From an optimization exercise on the open Yosys and OpenROAD flow, aimed at small area; shortcuts taken in it are not production practice.
The RTL was checked by simulation tests, not by an equivalence proof against the original design.
Power figures rest on the tool's default switching activity, not on a simulated workload.

==> flow/design.v (excerpt) <==
module SimulatedDevice(
    input[1:0] global_state,
    input sys_clk,
    input rx,
    output tx,
    input turn_left_signal,
    input turn_right_signal,
    input move_forward_signal,
    input move_backward_signal,
    input place_barrier_signal,
    input destroy_barrier_signal,
    input rst,
    input clutch,
    input throttle,
    input brake,
    input power_on,
    input power_off,
    output front_detector,
    output back_detector,
    output left_detector,
    output right_detector,
    output move_backward_light,
    output move_forward_light,
    output turn_left_light,
    output turn_right_light,
    output power_light,
    output reg [2:0] state_light,
    output [3:0] moving_light,
    output [7:0] seg1,
    output [7:0] seg2,
    output [7:0] an
    );
Size: about 57 I/O pins, roughly 4300 um2 of cells after synthesis.
clock: 25.0 ns
lec_check: 0
cap_margin: 20
core_margin: 2
core_utilization: 40
gpl_timing_driven: 0
slew_margin: 20
standard.sh (not shown) runs the stock make flow with config.mk's settings and CLKGATE_MAP_FILE= SYNTH_SCRIPT=/design/flow/synth_recipe.tcl, a recipe that flattens the netlist after the stock synthesis.
==> flow/flow/run.sh <==
#!/bin/bash
# Own layout flow: the standard synthesis; then the combinational logic
# re-mapped for area with a few ABC scripts (flip-flops untouched), keeping
# the smallest mapping that is proven equivalent to the standard netlist;
# then the standard layout with small port buffers and a small clock tree.
set -uo pipefail
WORK=$(pwd)
PLAT=${FLOW_PLATFORM:-sky130hd}
RES=$WORK/orfs/results/$PLAT/SimulatedDevice/base
LIB=$FLOW_HOME/platforms/$PLAT/lib/sky130_fd_sc_hd__tt_025C_1v80.lib
YOSYS=yosys
[ -x "$FLOW_HOME/../tools/install/yosys/bin/yosys" ] && YOSYS=$FLOW_HOME/../tools/install/yosys/bin/yosys

bash standard.sh synth > $WORK/flow_synth.log 2>&1 || exit 1
cp $RES/1_2_yosys.v $WORK/std_netlist.v
python3 $WORK/flow/cutff.py $WORK/std_netlist.v $WORK/cut_std.v || exit 1

DU=""
for c in $(sed -n '/^export DONT_USE_CELLS/,/^$/p' $FLOW_HOME/platforms/$PLAT/config.mk | grep -o "sky130_fd_sc_hd__[a-z0-9_]*"); do DU="$DU -dont_use $c"; done
SEQ=$(grep -oE "sky130_fd_sc_hd__(e?df|sdf|sedf|dl|conb)[a-z0-9_]*" $WORK/std_netlist.v | sort -u | tr '\n' ' ')
FFS_STD=$(grep -oE "sky130_fd_sc_hd__(e?df|sdf|sedf)[a-z0-9_]* +[^ ]+" $WORK/std_netlist.v | sort | md5sum)

best=""
best_area=""
remap_one() {
  local s=$1
  cat > $WORK/remap_$s.ys <<EOF
read_liberty -ignore_miss_func $LIB
blackbox $SEQ
read_verilog $WORK/std_netlist.v
hierarchy -top $FLOW_TOP
flatten
opt_clean
abc -script $WORK/flow/remap_$s.abc -liberty $LIB $DU -D 25000
opt_clean -purge
hilomap -singleton -hicell sky130_fd_sc_hd__conb_1 HI -locell sky130_fd_sc_hd__conb_1 LO
splitnets
opt_clean -purge
tee -o $WORK/remap_$s.stat stat -liberty $LIB
write_verilog -noattr -noexpr -nohex -nodec -selected $WORK/remap_all_$s.v
EOF
  $YOSYS -s $WORK/remap_$s.ys > $WORK/flow_remap_$s.log 2>&1 || return 1
  python3 - $WORK/remap_all_$s.v $WORK/remap_$s.v $FLOW_TOP <<'P' || return 1
import sys,re
t=open(sys.argv[1]).read()
m=re.search(r'module '+sys.argv[3]+r'\b.*?endmodule',t,re.S)
open(sys.argv[2],'w').write(m.group(0)+'\n')
P
  # same flip-flop instances as the standard netlist
  [ "$FFS_STD" = "$(grep -oE "sky130_fd_sc_hd__(e?df|sdf|sedf)[a-z0-9_]* +[^ ]+" $WORK/remap_$s.v | sort | md5sum)" ] || return 1
  # combinational equivalence, every flip-flop cut into ports
  python3 $WORK/flow/cutff.py $WORK/remap_$s.v $WORK/cut_remap_$s.v || return 1
  cat > $WORK/equiv_$s.ys <<EOF
read_liberty -ignore_miss_func $LIB
read_verilog $WORK/cut_std.v
hierarchy -top $FLOW_TOP
flatten
rename $FLOW_TOP gold
design -stash gold
read_liberty -ignore_miss_func $LIB
read_verilog $WORK/cut_remap_$s.v
hierarchy -top $FLOW_TOP
flatten
rename $FLOW_TOP gate
design -stash gate
design -copy-from gold -as gold gold
design -copy-from gate -as gate gate
miter -equiv -flatten -make_assert gold gate miter
hierarchy -top miter
sat -verify -prove-asserts miter
EOF
  $YOSYS -s $WORK/equiv_$s.ys > $WORK/flow_equiv_$s.log 2>&1 || return 1
  touch $WORK/remap_$s.ok
}
for s in w1 w2 w3 w5; do remap_one $s & done
wait
for s in w7 w11 y1 y2; do remap_one $s & done
wait
for s in y3 y5 y7 y11; do remap_one $s & done
wait
for s in w1 w2 w3 w5 w7 w11 y1 y2 y3 y5 y7 y11; do
  [ -f $WORK/remap_$s.ok ] || continue
  area=$(grep "Chip area" $WORK/remap_$s.stat | awk '{print $NF}')
  echo "script $s: area $area, equivalent" >> $WORK/flow_choice.log
  if [ -z "$best" ] || python3 -c "import sys; sys.exit(0 if float('$area') < float('$best_area') else 1)"; then
    best=$s; best_area=$area
  fi
done
if [ -n "$best" ]; then
  echo "using re-mapped netlist $best ($best_area)" >> $WORK/flow_choice.log
  cp $WORK/remap_$best.v $RES/1_2_yosys.v
  touch $RES/1_2_yosys.v
else
  echo "using standard netlist" >> $WORK/flow_choice.log
fi

bash standard.sh \
  BUFFER_PORTS_ARGS="-buffer_cell sky130_fd_sc_hd__buf_1" \
  CTS_ARGS="-sink_clustering_enable -repair_clock_nets -dont_use_dummy_load -buf_list {sky130_fd_sc_hd__clkbuf_4 sky130_fd_sc_hd__clkbuf_8}" \
  finish > $WORK/flow_layout.log 2>&1
Other scripts of this flow, unchanged in this note and not shown: flow/flow/cutff.py, flow/flow/remap_w1.abc, flow/flow/remap_w11.abc, flow/flow/remap_w2.abc, flow/flow/remap_w3.abc, flow/flow/remap_w5.abc, flow/flow/remap_w7.abc, flow/flow/remap_y1.abc, flow/flow/remap_y11.abc, flow/flow/remap_y2.abc, flow/flow/remap_y3.abc, flow/flow/remap_y5.abc, flow/flow/remap_y7.abc
==> next run, changes <==
--- a/flow/flow/run.sh
+++ b/flow/flow/run.sh
@@ -74,9 +74,13 @@
 }
-for s in w1 w2 w3 w5; do remap_one $s & done
-wait
-for s in w7 w11 y1 y2; do remap_one $s & done
-wait
-for s in y3 y5 y7 y11; do remap_one $s & done
-wait
-for s in w1 w2 w3 w5 w7 w11 y1 y2 y3 y5 y7 y11; do
+ALL="w1 w2 w3 w5 w7 w11 w13 w17 y1 y2 y3 y5 y7 y11 y13 y17 n1 n2 n3 n5 n7 n11 n13 n17"
+set -- $ALL
+while [ $# -gt 0 ]; do
+  for i in 1 2 3 4; do
+    [ $# -gt 0 ] || break
+    remap_one $1 &
+    shift
+  done
+  wait
+done
+for s in $ALL; do
   [ -f $WORK/remap_$s.ok ] || continue
==> flow/flow/remap_n1.abc (new file) <==
strash
&get -n
&deepsyn -T 60 -S 1
&dch
&nf -R 1000 -p -F 8 -A 4
&put
topo
==> flow/flow/remap_n11.abc (new file) <==
strash
&get -n
&deepsyn -T 60 -S 11
&dch
&nf -R 1000 -p -F 8 -A 4
&put
topo
==> flow/flow/remap_n13.abc (new file) <==
strash
&get -n
&deepsyn -T 60 -S 13
&dch
&nf -R 1000 -p -F 8 -A 4
&put
topo
==> flow/flow/remap_n17.abc (new file) <==
strash
&get -n
&deepsyn -T 60 -S 17
&dch
&nf -R 1000 -p -F 8 -A 4
&put
topo
==> flow/flow/remap_n2.abc (new file) <==
strash
&get -n
&deepsyn -T 60 -S 2
&dch
&nf -R 1000 -p -F 8 -A 4
&put
topo
==> flow/flow/remap_n3.abc (new file) <==
strash
&get -n
&deepsyn -T 60 -S 3
&dch
&nf -R 1000 -p -F 8 -A 4
&put
topo
==> flow/flow/remap_n5.abc (new file) <==
strash
&get -n
&deepsyn -T 60 -S 5
&dch
&nf -R 1000 -p -F 8 -A 4
&put
topo
==> flow/flow/remap_n7.abc (new file) <==
strash
&get -n
&deepsyn -T 60 -S 7
&dch
&nf -R 1000 -p -F 8 -A 4
&put
topo
==> flow/flow/remap_w13.abc (new file) <==
strash
&get -n
&deepsyn -T 60 -S 13
&put
dch -f
map -a
strash
dch -f
map -a
strash
dch -f
map -a
strash
dch -f
amap
topo
==> flow/flow/remap_w17.abc (new file) <==
strash
&get -n
&deepsyn -T 60 -S 17
&put
dch -f
map -a
strash
dch -f
map -a
strash
dch -f
map -a
strash
dch -f
amap
topo
==> flow/flow/remap_y13.abc (new file) <==
strash
&get -n
&deepsyn -T 60 -S 13
&put
dch -f
amap
topo
==> flow/flow/remap_y17.abc (new file) <==
strash
&get -n
&deepsyn -T 60 -S 17
&put
dch -f
amap
topo
- GPL_TIMING_DRIVEN: 0 -> unset
What happened: Count of clock-buffer cells in the layout does not change; non-clock buffer count is higher by 1; global-route usage stays flat; routed wire length is higher slightly; core utilization barely changes; sequential cell count is unchanged; worst setup slack improved by 0.052 ns; power stays flat.
==> next run, changes <==
--- a/flow/flow/run.sh
+++ b/flow/flow/run.sh
@@ -74,13 +74,9 @@
 }
-ALL="w1 w2 w3 w5 w7 w11 w13 w17 y1 y2 y3 y5 y7 y11 y13 y17 n1 n2 n3 n5 n7 n11 n13 n17"
-set -- $ALL
-while [ $# -gt 0 ]; do
-  for i in 1 2 3 4; do
-    [ $# -gt 0 ] || break
-    remap_one $1 &
-    shift
-  done
-  wait
-done
-for s in $ALL; do
+for s in w1 w2 w3 w5; do remap_one $s & done
+wait
+for s in w7 w11 y1 y2; do remap_one $s & done
+wait
+for s in y3 y5 y7 y11; do remap_one $s & done
+wait
+for s in w1 w2 w3 w5 w7 w11 y1 y2 y3 y5 y7 y11; do
   [ -f $WORK/remap_$s.ok ] || continue
removed: flow/flow/remap_n1.abc
removed: flow/flow/remap_n11.abc
removed: flow/flow/remap_n13.abc
removed: flow/flow/remap_n17.abc
removed: flow/flow/remap_n2.abc
removed: flow/flow/remap_n3.abc
removed: flow/flow/remap_n5.abc
removed: flow/flow/remap_n7.abc
removed: flow/flow/remap_w13.abc
removed: flow/flow/remap_w17.abc
removed: flow/flow/remap_y13.abc
removed: flow/flow/remap_y17.abc
The changed run finished with timing, DRC and antenna clean.
Via count is unchanged.
Routed wire length does not change.
Area after synthesis does not change.
Maximum frequency does not change.
Setup slack does not change.
Total power is unchanged.
Sequential share of layout area does not change.
Non-clock buffer count is unchanged.


SimulatedDevice, a different RTL version from the one above (not shown whole).
For scale: ~620 cells after synthesis.
export LEC_CHECK = 0
export CAP_MARGIN = 20
export CORE_MARGIN = 2
export CORE_UTILIZATION = 40
export SLEW_MARGIN = 20
create_clock -name core_clock -period 25.0 [get_ports {sys_clk}]
==> flow/flow/run.sh <==
#!/bin/bash
# Own layout flow: the standard synthesis; then the combinational logic
# re-mapped for area with a few ABC scripts (flip-flops untouched), keeping
# the smallest mapping that is proven equivalent to the standard netlist;
# then the standard layout with small port buffers and a small clock tree.
set -uo pipefail
WORK=$(pwd)
PLAT=${FLOW_PLATFORM:-sky130hd}
RES=$WORK/orfs/results/$PLAT/SimulatedDevice/base
LIB=$FLOW_HOME/platforms/$PLAT/lib/sky130_fd_sc_hd__tt_025C_1v80.lib
YOSYS=yosys
[ -x "$FLOW_HOME/../tools/install/yosys/bin/yosys" ] && YOSYS=$FLOW_HOME/../tools/install/yosys/bin/yosys

bash standard.sh synth > $WORK/flow_synth.log 2>&1 || exit 1
cp $RES/1_2_yosys.v $WORK/std_netlist.v
python3 $WORK/flow/cutff.py $WORK/std_netlist.v $WORK/cut_std.v || exit 1

DU=""
for c in $(sed -n '/^export DONT_USE_CELLS/,/^$/p' $FLOW_HOME/platforms/$PLAT/config.mk | grep -o "sky130_fd_sc_hd__[a-z0-9_]*"); do DU="$DU -dont_use $c"; done
SEQ=$(grep -oE "sky130_fd_sc_hd__(e?df|sdf|sedf|dl|conb)[a-z0-9_]*" $WORK/std_netlist.v | sort -u | tr '\n' ' ')
FFS_STD=$(grep -oE "sky130_fd_sc_hd__(e?df|sdf|sedf)[a-z0-9_]* +[^ ]+" $WORK/std_netlist.v | sort | md5sum)

best=""
best_area=""
for s in a b c d; do
  cat > $WORK/remap_$s.ys <<EOF
read_liberty -ignore_miss_func $LIB
blackbox $SEQ
read_verilog $WORK/std_netlist.v
hierarchy -top $FLOW_TOP
flatten
opt_clean
abc -script $WORK/flow/remap_$s.abc -liberty $LIB $DU -D 25000
opt_clean -purge
hilomap -singleton -hicell sky130_fd_sc_hd__conb_1 HI -locell sky130_fd_sc_hd__conb_1 LO
splitnets
opt_clean -purge
tee -o $WORK/remap_$s.stat stat -liberty $LIB
write_verilog -noattr -noexpr -nohex -nodec -selected $WORK/remap_all_$s.v
EOF
  $YOSYS -s $WORK/remap_$s.ys > $WORK/flow_remap_$s.log 2>&1 || continue
  python3 - $WORK/remap_all_$s.v $WORK/remap_$s.v $FLOW_TOP <<'P' || continue
import sys,re
t=open(sys.argv[1]).read()
m=re.search(r'module '+sys.argv[3]+r'\b.*?endmodule',t,re.S)
open(sys.argv[2],'w').write(m.group(0)+'\n')
P
  # same flip-flop instances as the standard netlist
  [ "$FFS_STD" = "$(grep -oE "sky130_fd_sc_hd__(e?df|sdf|sedf)[a-z0-9_]* +[^ ]+" $WORK/remap_$s.v | sort | md5sum)" ] || continue
  # combinational equivalence, every flip-flop cut into ports
  python3 $WORK/flow/cutff.py $WORK/remap_$s.v $WORK/cut_remap_$s.v || continue
  cat > $WORK/equiv_$s.ys <<EOF
read_liberty -ignore_miss_func $LIB
read_verilog $WORK/cut_std.v
hierarchy -top $FLOW_TOP
flatten
rename $FLOW_TOP gold
design -stash gold
read_liberty -ignore_miss_func $LIB
read_verilog $WORK/cut_remap_$s.v
hierarchy -top $FLOW_TOP
flatten
rename $FLOW_TOP gate
design -stash gate
design -copy-from gold -as gold gold
design -copy-from gate -as gate gate
miter -equiv -flatten -make_assert gold gate miter
hierarchy -top miter
sat -verify -prove-asserts miter
EOF
  $YOSYS -s $WORK/equiv_$s.ys > $WORK/flow_equiv_$s.log 2>&1 || continue
  area=$(grep "Chip area" $WORK/remap_$s.stat | awk '{print $NF}')
  echo "script $s: area $area, equivalent" >> $WORK/flow_choice.log
  if [ -z "$best" ] || python3 -c "import sys; sys.exit(0 if float('$area') < float('$best_area') else 1)"; then
    best=$s; best_area=$area
  fi
done
if [ -n "$best" ]; then
  echo "using re-mapped netlist $best ($best_area)" >> $WORK/flow_choice.log
  cp $WORK/remap_$best.v $RES/1_2_yosys.v
  touch $RES/1_2_yosys.v
else
  echo "using standard netlist" >> $WORK/flow_choice.log
fi

bash standard.sh \
  BUFFER_PORTS_ARGS="-buffer_cell sky130_fd_sc_hd__buf_1" \
  CTS_ARGS="-sink_clustering_enable -repair_clock_nets -dont_use_dummy_load -buf_list {sky130_fd_sc_hd__clkbuf_8} -sink_buffer_max_cap_derate 1.0 -sink_clustering_size 50 -sink_clustering_max_diameter 300" \
  finish > $WORK/flow_layout.log 2>&1
Other scripts of this flow, unchanged in this note and not shown: flow/flow/cutff.py, flow/flow/remap_a.abc, flow/flow/remap_b.abc, flow/flow/remap_c.abc, flow/flow/remap_d.abc
Then changed:
--- a/flow/flow/run.sh
+++ b/flow/flow/run.sh
@@ -88 +88 @@
-  CTS_ARGS="-sink_clustering_enable -repair_clock_nets -dont_use_dummy_load -buf_list {sky130_fd_sc_hd__clkbuf_8} -sink_buffer_max_cap_derate 1.0 -sink_clustering_size 50 -sink_clustering_max_diameter 300" \
+  CTS_ARGS="-sink_clustering_enable -repair_clock_nets -dont_use_dummy_load -buf_list {sky130_fd_sc_hd__clkbuf_8} -sink_clustering_size 50 -sink_clustering_max_diameter 300" \
CORE_UTILIZATION = 60   (was 40)
What happened:
- The new run finished with timing, DRC and antenna clean
- register-to-register slack loses 210 ps
- synthesized area does not change
- die area decreases by 32%
- utilization climbs by 22 points
- worst setup slack degrades by 80 ps
- power rose by 0.81%
- worst hold slack stays flat

-- port drivers added, routing unchanged --
Ports are ideal in the flow. The routed layouts listed here were re-timed in OpenROAD.
Step 1, drivers: a clkbuf_16 drives sys_clk and a buf_2 each remaining input, both assumed.
Step 2 adds t to the input delays and takes it off the output delays; t is the mean of the earliest and latest rising clock arrival at the registers after step 1. Input paths then give back, and output paths get back, about the clock's delay inside the block.
Slacks: ideal ports / drivers / drivers and shift; pairs: ideal ports / drivers.
| run | shift t [ns] | setup slack, ns | worst data-port slew with drivers (ns) |
|---|---|---|---|
| the first run of note 1 | 0.400 | 13.061 / 13.041 / 13.041 | 0.05 |
| the second run of note 1 | 0.393 | 13.113 / 13.093 / 13.093 | 0.05 |
| the third run of note 1 | 0.393 | 13.113 / 13.093 / 13.093 | 0.05 |
| the first run of note 2 | 0.370 | 12.975 / 12.956 / 12.956 | 0.05 |
| the second run of note 2 | 0.383 | 12.895 / 12.863 / 12.863 | 0.05 |
After both steps setup and hold are still met in every run listed. For the second run of note 2, which loses most, drivers alone change the setup slack by -0.032 ns; drivers and shift together by -0.032 ns.
